Context: an optimization exercise on an open-source flow, tuned for small area, a short achievable clock period and few clock cycles. The choices shown serve that exercise and are no tape-out recipe.
In this exercise RTL edits were held to simulation tests only and were not proved equivalent to the original.

==> 12-01 <==
==> flow/design.v <==
module LASER (
    input CLK,
    input RST,
    input [3:0] X,
    input [3:0] Y,
    output reg [3:0] C1X,
    output reg [3:0] C1Y,
    output reg [3:0] C2X,
    output reg [3:0] C2Y,
    output reg DONE
);
    reg        loading;
    reg [5:0]  lcnt;
    reg        fc;           
    reg        ev;           
    reg        dr;           
    reg        dr2;          
    reg [1:0]  sweep;
    reg [3:0]  g;
    reg [3:0]  off;
    reg        s1v;
    reg [3:0]  s1g;
    reg [5:0]  cnt [0:15];
    reg [5:0]  best;
    reg [3:0] px [0:39];
    reg [4:0] yr [0:39];
    reg       fm [0:39];
    wire [3:0] fx = (sweep == 2'd1) ? 4'd0 : (sweep == 2'd2) ? C1X : C2X;
    wire [3:0] fy = (sweep == 2'd2) ? C1Y : C2Y;
    wire [3:0] nrow = ev ? ((g == 4'd15) ? 4'd15 : g + 4'd1) :
                      dr2 ? fy :
                      (dr ? off : 4'd0);
    wire [4:0] delta = {1'b0, nrow} - {1'b0, off};
    wire [39:0] fnew;
    wire [15:0] hit [0:39];
    genvar i, j;
    generate
        for (i = 0; i < 40; i = i + 1) begin : pt
            lpt u (.px(px[i]), .d(yr[i]), .fm(fm[i]), .fx(fx), .hit(hit[i]), .fnew(fnew[i]));
        end
    endgenerate
    integer k;
    always @(posedge CLK) begin
        for (k = 0; k < 39; k = k + 1) begin
            px[k] <= px[k+1];
            yr[k] <= yr[k+1] - delta;
            fm[k] <= fc ? fnew[k+1] : fm[k+1];
        end
        px[39] <= loading ? X : px[0];
        yr[39] <= loading ? {1'b0, Y} : yr[0] - delta;
        fm[39] <= fc ? fnew[0] : fm[0];
    end
    generate
        for (j = 0; j < 16; j = j + 1) begin : pc
            wire [39:0] col;
            for (i = 0; i < 40; i = i + 1) begin : cb
                assign col[i] = hit[i][j];
            end
            wire [5:0] s;
            lpc u (.v(col), .s(s));
            always @(posedge CLK) cnt[j] <= s;
        end
    endgenerate
    reg        tv [0:30];
    reg [5:0]  tc [0:30];
    reg [3:0]  tp [0:30];
    integer n;
    always @(*) begin
        for (n = 0; n < 16; n = n + 1) begin
            tc[15+n] = cnt[n];
            tp[15+n] = n;
            tv[15+n] = !((sweep == 2'd2) && (s1g == 4'd0) && (n == 0)) && !((s1g == 4'd15) && (n == 15));
        end
        for (n = 14; n >= 0; n = n - 1) begin
            if (tv[2*n+2] && (!tv[2*n+1] || tc[2*n+2] > tc[2*n+1])) begin
                tv[n] = 1'b1; tc[n] = tc[2*n+2]; tp[n] = tp[2*n+2];
            end else begin
                tv[n] = tv[2*n+1]; tc[n] = tc[2*n+1]; tp[n] = tp[2*n+1];
            end
        end
    end
    wire [5:0] c255 = cnt[15];
    wire wupd = s1v && tv[0] && (tc[0] > best);
    wire supd = s1v && (s1g == 4'd15) && (sweep != 2'd3) && (c255 > best) && (!tv[0] || c255 > tc[0]);
    always @(posedge CLK) begin
        if (RST) begin
            loading <= 1'b1;
            lcnt <= 6'd0;
            fc <= 1'b0; ev <= 1'b0; dr <= 1'b0; dr2 <= 1'b0; s1v <= 1'b0;
            off <= 4'd0;
            DONE <= 1'b0;
        end else if (DONE) begin
            loading <= 1'b1;
            lcnt <= 6'd0;
            off <= 4'd0;
            DONE <= 1'b0;
        end else begin
            off <= nrow;
            if (loading) begin
                lcnt <= lcnt + 6'd1;
                if (lcnt == 6'd39) begin
                    loading <= 1'b0;
                    fc <= 1'b1;
                    sweep <= 2'd1;
                end
            end
            if (fc) begin
                fc <= 1'b0;
                ev <= 1'b1;
                g <= 4'd0;
            end
            if (ev) begin
                g <= g + 4'd1;
                if (g == 4'd15) begin
                    ev <= 1'b0;
                    dr <= 1'b1;
                end
            end
            s1v <= ev;
            s1g <= g;
            if (dr) begin
                dr <= 1'b0;
                if (sweep == 2'd3) DONE <= 1'b1;
                else begin
                    sweep <= sweep + 2'd1;
                    dr2 <= 1'b1;
                end
            end
            if (dr2) begin
                dr2 <= 1'b0;
                fc <= 1'b1;
            end
        end
    end
    always @(posedge CLK) begin
        if (fc && sweep == 2'd1) begin
            best <= 6'd0;
            C1X <= 4'd0; C1Y <= 4'd0; C2X <= 4'd0; C2Y <= 4'd0;
        end else begin
            if (wupd) begin
                best <= tc[0];
                if (sweep == 2'd2) begin C2X <= tp[0]; C2Y <= s1g; end
                else begin C1X <= tp[0]; C1Y <= s1g; end
            end
            if (supd) begin
                best <= c255;
                if (sweep == 2'd1) begin C2X <= 4'd15; C2Y <= 4'd15; end
                else begin C1X <= 4'd15; C1Y <= 4'd15; end
            end
        end
    end
endmodule
module lpt(input [3:0] px, input [4:0] d, input fm, input [3:0] fx, output [15:0] hit, output fnew);
    genvar j;
    reg v;
    reg [2:0] r;
    always @(*) begin
        v = 1'b1;
        case (d)
            5'd0: r = 3'd4;
            5'd1, 5'd2, 5'd31, 5'd30: r = 3'd3;
            5'd3, 5'd29: r = 3'd2;
            5'd4, 5'd28: r = 3'd0;
            default: begin r = 3'd0; v = 1'b0; end
        endcase
    end
    wire [4:0] hs = {1'b0, px} + {2'b00, r};
    wire [4:0] ls = {1'b0, px} - {2'b00, r};
    wire [3:0] hi = hs[4] ? 4'd15 : hs[3:0];
    wire [3:0] lo = ls[4] ? 4'd0 : ls[3:0];
    wire [15:0] th, tl;
    therm t0 (.x(hi), .t(th));
    therm t1 (.x(lo), .t(tl));
    wire [16:0] tl1 = {1'b0, tl};
    for (j = 0; j < 16; j = j + 1) begin : sl
        assign hit[j] = fm | (v & th[j] & ~tl1[j + 1]);
    end
    assign fnew = v & (fx <= hi) & (fx >= lo);
endmodule
module therm(input [3:0] x, output [15:0] t);
    genvar j;
    wire [1:0] a = x[3:2];
    wire [1:0] b = x[1:0];
    wire [3:0] bge = {b[1] & b[0], b[1], b[1] | b[0], 1'b1};
    wire [3:0] agt = {1'b0, a[1] & a[0], a[1], a[1] | a[0]};
    wire [3:0] aeq = {a[1] & a[0], a[1] & ~a[0], ~a[1] & a[0], ~a[1] & ~a[0]};
    for (j = 0; j < 16; j = j + 1) begin : tb
        assign t[j] = agt[j / 4] | (aeq[j / 4] & bge[j % 4]);
    end
endmodule
module lpc(input [39:0] v, output [5:0] s);
    wire w1 = v[0] ^ v[1] ^ v[2];
    wire w2 = (v[0] & v[1]) | (v[0] & v[2]) | (v[1] & v[2]);
    wire w3 = v[3] ^ v[4] ^ v[5];
    wire w4 = (v[3] & v[4]) | (v[3] & v[5]) | (v[4] & v[5]);
    wire w5 = v[6] ^ v[7] ^ v[8];
    wire w6 = (v[6] & v[7]) | (v[6] & v[8]) | (v[7] & v[8]);
    wire w7 = v[9] ^ v[10] ^ v[11];
    wire w8 = (v[9] & v[10]) | (v[9] & v[11]) | (v[10] & v[11]);
    wire w9 = v[12] ^ v[13] ^ v[14];
    wire w10 = (v[12] & v[13]) | (v[12] & v[14]) | (v[13] & v[14]);
    wire w11 = v[15] ^ v[16] ^ v[17];
    wire w12 = (v[15] & v[16]) | (v[15] & v[17]) | (v[16] & v[17]);
    wire w13 = v[18] ^ v[19] ^ v[20];
    wire w14 = (v[18] & v[19]) | (v[18] & v[20]) | (v[19] & v[20]);
    wire w15 = v[21] ^ v[22] ^ v[23];
    wire w16 = (v[21] & v[22]) | (v[21] & v[23]) | (v[22] & v[23]);
    wire w17 = v[24] ^ v[25] ^ v[26];
    wire w18 = (v[24] & v[25]) | (v[24] & v[26]) | (v[25] & v[26]);
    wire w19 = v[27] ^ v[28] ^ v[29];
    wire w20 = (v[27] & v[28]) | (v[27] & v[29]) | (v[28] & v[29]);
    wire w21 = v[30] ^ v[31] ^ v[32];
    wire w22 = (v[30] & v[31]) | (v[30] & v[32]) | (v[31] & v[32]);
    wire w23 = v[33] ^ v[34] ^ v[35];
    wire w24 = (v[33] & v[34]) | (v[33] & v[35]) | (v[34] & v[35]);
    wire w25 = v[36] ^ v[37] ^ v[38];
    wire w26 = (v[36] & v[37]) | (v[36] & v[38]) | (v[37] & v[38]);
    wire w27 = w1 ^ w3 ^ w5;
    wire w28 = (w1 & w3) | (w1 & w5) | (w3 & w5);
    wire w29 = w7 ^ w9 ^ w11;
    wire w30 = (w7 & w9) | (w7 & w11) | (w9 & w11);
    wire w31 = w13 ^ w15 ^ w17;
    wire w32 = (w13 & w15) | (w13 & w17) | (w15 & w17);
    wire w33 = w19 ^ w21 ^ w23;
    wire w34 = (w19 & w21) | (w19 & w23) | (w21 & w23);
    wire w35 = w2 ^ w4 ^ w6;
    wire w36 = (w2 & w4) | (w2 & w6) | (w4 & w6);
    wire w37 = w8 ^ w10 ^ w12;
    wire w38 = (w8 & w10) | (w8 & w12) | (w10 & w12);
    wire w39 = w14 ^ w16 ^ w18;
    wire w40 = (w14 & w16) | (w14 & w18) | (w16 & w18);
    wire w41 = w20 ^ w22 ^ w24;
    wire w42 = (w20 & w22) | (w20 & w24) | (w22 & w24);
    wire w43 = w27 ^ w29 ^ w31;
    wire w44 = (w27 & w29) | (w27 & w31) | (w29 & w31);
    wire w45 = w33 ^ w25 ^ v[39];
    wire w46 = (w33 & w25) | (w33 & v[39]) | (w25 & v[39]);
    wire w47 = w28 ^ w30 ^ w32;
    wire w48 = (w28 & w30) | (w28 & w32) | (w30 & w32);
    wire w49 = w34 ^ w35 ^ w37;
    wire w50 = (w34 & w35) | (w34 & w37) | (w35 & w37);
    wire w51 = w39 ^ w41 ^ w26;
    wire w52 = (w39 & w41) | (w39 & w26) | (w41 & w26);
    wire w53 = w36 ^ w38 ^ w40;
    wire w54 = (w36 & w38) | (w36 & w40) | (w38 & w40);
    wire w55 = w44 ^ w46 ^ w47;
    wire w56 = (w44 & w46) | (w44 & w47) | (w46 & w47);
    wire w57 = w48 ^ w50 ^ w52;
    wire w58 = (w48 & w50) | (w48 & w52) | (w50 & w52);
    wire w59 = w55 ^ w49 ^ w51;
    wire w60 = (w55 & w49) | (w55 & w51) | (w49 & w51);
    wire w61 = w56 ^ w57 ^ w53;
    wire w62 = (w56 & w57) | (w56 & w53) | (w57 & w53);
    wire w63 = w60 ^ w61 ^ w42;
    wire w64 = (w60 & w61) | (w60 & w42) | (w61 & w42);
    wire w65 = w62 ^ w58 ^ w54;
    wire w66 = (w62 & w58) | (w62 & w54) | (w58 & w54);
    wire [5:0] ra = {1'b0, w66, w64, w63, w59, w43};
    wire [5:0] rb = {1'b0, 1'b0, w65, 1'b0, 1'b0, w45};
    assign s = ra + rb;
endmodule
==> flow/run.sh <==
#!/bin/bash
# synth_recipe.tcl (not shown) runs the flow's synth.tcl, then flattens the netlist and writes it again
# the make line also repeats each setting of config.mk as NAME=value (left out here)
make -C /OpenROAD-flow-scripts/flow DESIGN_CONFIG=/design/flow/config.mk WORK_HOME=/design/flow/orfs CLKGATE_MAP_FILE= SYNTH_SCRIPT=/design/flow/synth_recipe.tcl finish
==> flow/config.mk <==
export PLATFORM = sky130hd
export DESIGN_NAME = LASER
export DESIGN_NICKNAME = LASER
export VERILOG_FILES = /design/flow/design.v
export SDC_FILE = /design/flow/constraint.sdc
export NUM_CORES = 4
export LEC_CHECK = 0
export CAP_MARGIN = 20
export CORE_MARGIN = 2
export CORE_UTILIZATION = 45
export GPL_ROUTABILITY_DRIVEN = 0
export GPL_TIMING_DRIVEN = 0
export SLEW_MARGIN = 20
==> flow/constraint.sdc <==
create_clock -name core_clock -period 22.0 [get_ports {CLK}]
set_input_delay 4.4000 -clock core_clock [delete_from_list [all_inputs] [get_ports {CLK}]]
set_output_delay 4.4000 -clock core_clock [all_outputs]
set_load 0.01 [all_outputs]
==> 09-19 (differences from 12-01) <==
--- a/flow/design.v
+++ b/flow/design.v
@@ -34,2 +34,3 @@
     wire [39:0] fnew;
+    wire [15:0] fxoh = 16'd1 << fx;
     wire [15:0] hit [0:39];
@@ -38,3 +39,3 @@
         for (i = 0; i < 40; i = i + 1) begin : pt
-            lpt u (.px(px[i]), .d(yr[i]), .fm(fm[i]), .fx(fx), .hit(hit[i]), .fnew(fnew[i]));
+            lpt u (.px(px[i]), .d(yr[i]), .fm(fm[i]), .fxoh(fxoh), .hit(hit[i]), .fnew(fnew[i]));
         end
@@ -63,23 +64,55 @@
     endgenerate
-    reg        tv [0:30];
-    reg [5:0]  tc [0:30];
-    reg [3:0]  tp [0:30];
-    integer n;
-    always @(*) begin
-        for (n = 0; n < 16; n = n + 1) begin
-            tc[15+n] = cnt[n];
-            tp[15+n] = n;
-            tv[15+n] = !((sweep == 2'd2) && (s1g == 4'd0) && (n == 0)) && !((s1g == 4'd15) && (n == 15));
-        end
-        for (n = 14; n >= 0; n = n - 1) begin
-            if (tv[2*n+2] && (!tv[2*n+1] || tc[2*n+2] > tc[2*n+1])) begin
-                tv[n] = 1'b1; tc[n] = tc[2*n+2]; tp[n] = tp[2*n+2];
-            end else begin
-                tv[n] = tv[2*n+1]; tc[n] = tc[2*n+1]; tp[n] = tp[2*n+1];
-            end
-        end
-    end
-    wire [5:0] c255 = cnt[15];
-    wire wupd = s1v && tv[0] && (tc[0] > best);
-    wire supd = s1v && (s1g == 4'd15) && (sweep != 2'd3) && (c255 > best) && (!tv[0] || c255 > tc[0]);
+    function gt6(input [5:0] a, input [5:0] b);
+        reg [5:0] e, g;
+        begin
+            e = ~(a ^ b);
+            g = a & ~b;
+            gt6 = g[5] | (e[5] & g[4]) | (e[5] & e[4] & g[3]) | (e[5] & e[4] & e[3] & g[2]) |
+                  (e[5] & e[4] & e[3] & e[2] & g[1]) | (e[5] & e[4] & e[3] & e[2] & e[1] & g[0]);
+        end
+    endfunction
+    wire [15:0] cv;
+    genvar q;
+    generate
+        for (q = 0; q < 16; q = q + 1) begin : cvb
+            assign cv[q] = !((q == 0) && (sweep == 2'd2) && (s1g == 4'd0)) && !((q == 15) && (s1g == 4'd15));
+        end
+    endgenerate
+    function [3:0] first4(input [23:0] c, input [3:0] v);
+        reg [5:0] c0, c1, c2, c3;
+        reg g10, g20, g30, g21, g31, g32;
+        begin
+            c0 = c[5:0]; c1 = c[11:6]; c2 = c[17:12]; c3 = c[23:18];
+            g10 = gt6(c1, c0); g20 = gt6(c2, c0); g30 = gt6(c3, c0);
+            g21 = gt6(c2, c1); g31 = gt6(c3, c1); g32 = gt6(c3, c2);
+            first4[0] = v[0] & (~v[1] | ~g10) & (~v[2] | ~g20) & (~v[3] | ~g30);
+            first4[1] = v[1] & (~v[0] | g10) & (~v[2] | ~g21) & (~v[3] | ~g31);
+            first4[2] = v[2] & (~v[0] | g20) & (~v[1] | g21) & (~v[3] | ~g32);
+            first4[3] = v[3] & (~v[0] | g30) & (~v[1] | g31) & (~v[2] | g32);
+        end
+    endfunction
+    wire [3:0]  l1s [0:3];
+    wire [23:0] l2c;
+    wire [3:0]  l2v;
+    wire [7:0]  l2p;
+    generate
+        for (q = 0; q < 4; q = q + 1) begin : l1
+            assign l1s[q] = first4({cnt[4*q+3], cnt[4*q+2], cnt[4*q+1], cnt[4*q]}, cv[4*q+3:4*q]);
+            assign l2v[q] = |l1s[q];
+            assign l2c[6*q+5:6*q] = ({6{l1s[q][0]}} & cnt[4*q]) | ({6{l1s[q][1]}} & cnt[4*q+1]) |
+                                    ({6{l1s[q][2]}} & cnt[4*q+2]) | ({6{l1s[q][3]}} & cnt[4*q+3]);
+            assign l2p[2*q+1:2*q] = {l1s[q][3] | l1s[q][2], l1s[q][3] | l1s[q][1]};
+        end
+    endgenerate
+    wire [3:0] l2s = first4(l2c, l2v);
+    wire [3:0] wpos = {l2s[3] | l2s[2], l2s[3] | l2s[1],
+                       |(l2s & {l2p[7], l2p[5], l2p[3], l2p[1]}),
+                       |(l2s & {l2p[6], l2p[4], l2p[2], l2p[0]})};
+    wire [5:0] wcnt = ({6{l2s[0]}} & l2c[5:0]) | ({6{l2s[1]}} & l2c[11:6]) |
+                      ({6{l2s[2]}} & l2c[17:12]) | ({6{l2s[3]}} & l2c[23:18]);
+    wire wupd = s1v && (|l2v) && gt6(wcnt, best);
+    reg  [5:0] c255;
+    reg        s2v;
+    always @(posedge CLK) if (s1v && s1g == 4'd15) c255 <= cnt[15];
+    wire supd = s2v && gt6(c255, best);
     always @(posedge CLK) begin
@@ -88,3 +121,3 @@
             lcnt <= 6'd0;
-            fc <= 1'b0; ev <= 1'b0; dr <= 1'b0; dr2 <= 1'b0; s1v <= 1'b0;
+            fc <= 1'b0; ev <= 1'b0; dr <= 1'b0; dr2 <= 1'b0; s1v <= 1'b0; s2v <= 1'b0;
             off <= 4'd0;
@@ -119,2 +152,3 @@
             s1v <= ev;
+            s2v <= dr && (sweep != 2'd3);
             s1g <= g;
@@ -140,5 +174,5 @@
             if (wupd) begin
-                best <= tc[0];
-                if (sweep == 2'd2) begin C2X <= tp[0]; C2Y <= s1g; end
-                else begin C1X <= tp[0]; C1Y <= s1g; end
+                best <= wcnt;
+                if (sweep == 2'd2) begin C2X <= wpos; C2Y <= s1g; end
+                else begin C1X <= wpos; C1Y <= s1g; end
             end
@@ -146,3 +180,3 @@
                 best <= c255;
-                if (sweep == 2'd1) begin C2X <= 4'd15; C2Y <= 4'd15; end
+                if (sweep == 2'd2) begin C2X <= 4'd15; C2Y <= 4'd15; end
                 else begin C1X <= 4'd15; C1Y <= 4'd15; end
@@ -152,16 +186,10 @@
 endmodule
-module lpt(input [3:0] px, input [4:0] d, input fm, input [3:0] fx, output [15:0] hit, output fnew);
+module lpt(input [3:0] px, input [4:0] d, input fm, input [15:0] fxoh, output [15:0] hit, output fnew);
     genvar j;
-    reg v;
-    reg [2:0] r;
-    always @(*) begin
-        v = 1'b1;
-        case (d)
-            5'd0: r = 3'd4;
-            5'd1, 5'd2, 5'd31, 5'd30: r = 3'd3;
-            5'd3, 5'd29: r = 3'd2;
-            5'd4, 5'd28: r = 3'd0;
-            default: begin r = 3'd0; v = 1'b0; end
-        endcase
-    end
+    wire a0 = (d == 5'd0);
+    wire a1 = (d == 5'd1) | (d == 5'd2) | (d == 5'd31) | (d == 5'd30);
+    wire a2 = (d == 5'd3) | (d == 5'd29);
+    wire a3 = (d == 5'd4) | (d == 5'd28);
+    wire v = a0 | a1 | a2 | a3;
+    wire [2:0] r = {a0, a1 | a2, a1};
     wire [4:0] hs = {1'b0, px} + {2'b00, r};
@@ -174,6 +202,8 @@
     wire [16:0] tl1 = {1'b0, tl};
+    wire [15:0] win;
     for (j = 0; j < 16; j = j + 1) begin : sl
-        assign hit[j] = fm | (v & th[j] & ~tl1[j + 1]);
-    end
-    assign fnew = v & (fx <= hi) & (fx >= lo);
+        assign win[j] = v & th[j] & ~tl1[j + 1];
+        assign hit[j] = fm | win[j];
+    end
+    assign fnew = |(win & fxoh);
 endmodule
==> qor summary <==
| item | 12-01 | 09-19 |
|---|---|---|
| Outcome | no timing/DRC/antenna violations | no timing/DRC/antenna violations |
| Vias per Instance | 5.559 | 6.211 |
| Area fraction of the dominant cell type after synthesis | 19.37% | 19.54% |
| Cell type with the largest total area after synthesis | dfxtp_1 | fa_1 |
| Yosys synthesis warning count | 16 | 9 |
| Wire length of the first global-routing pass | 349.5 mm | 397.3 mm |
| Vert. Die Dim | 402.4 µm | 388.4 µm |
| Number of antenna cells inserted | 1 | 44 |
| Fraction of area in registers | 18.13% | 15.44% |
| Crit path max-delay cell type | o221ai_1 | o41ai_1 |
| Area of the die | 161900 µm² | 150900 µm² |
| Depth of the worst register-to-register path | 47 | 21 |
| Sink Count | 701 | 552 |
| Insertion delay to the later sink of the worst-skew pair | 0.73 ns | 0.75 ns |
| End point of the worst hold path | px[15][3]$_DFF_P_ | px[7][3]$_DFF_P_ |
| Yosys cell types | 95 | 98 |
| R2R setup slack | 10.66 ns | 14.31 ns |
| Number of multi-input combinational cells | 6301 | 6455 |
| Initial antenna violation count | 7 | 23 |
| Worst Hold Launch | px[16][3]$_DFF_P_ | px[8][3]$_DFF_P_ |
| Placed Area | 75070 µm² | 69960 µm² |
| Number of global-route vias before repair | 59.45k | 59.91k |
| Flop and latch count out of synthesis | 701 | 552 |
| Post-Synth XOR/XNOR Area | 3.886% | 4.465% |
Testbench counts of 12-01, summed over its fixed seeds: cycles 12,408.
Testbench counts of 09-19, summed over its fixed seeds: cycles 12,408.

==> static timing again, ports no longer ideal <==
In the flow no input, the clock included, has a driving cell. The finished layouts below were timed again as built, in two steps. Step 1 sets driving cells, clkbuf_16 on the clock port and buf_2 on the other inputs (assumed; they add their load-dependent delay and slew). Step 2 times the ports against the registers' clock, not the clock port: input delays grow and output delays shrink by t, the midpoint of the rising clock arrivals with the driver on. Slacks: ideal ports / drivers / drivers and shift; pairs: ideal ports / drivers.
run | t (ns) | setup slack, ns | worst hold slack (ns) | latest minus earliest clock arrival (ns)
12-01 | 0.790 | 10.661 / 10.661 / 10.661 | 0.369 / 0.369 / 0.369 | 0.059 / 0.059
09-19 | 0.796 | 14.306 / 14.306 / 14.306 | 0.343 / 0.343 / 0.343 | 0.063 / 0.064
After both steps every run listed still meets setup and hold.
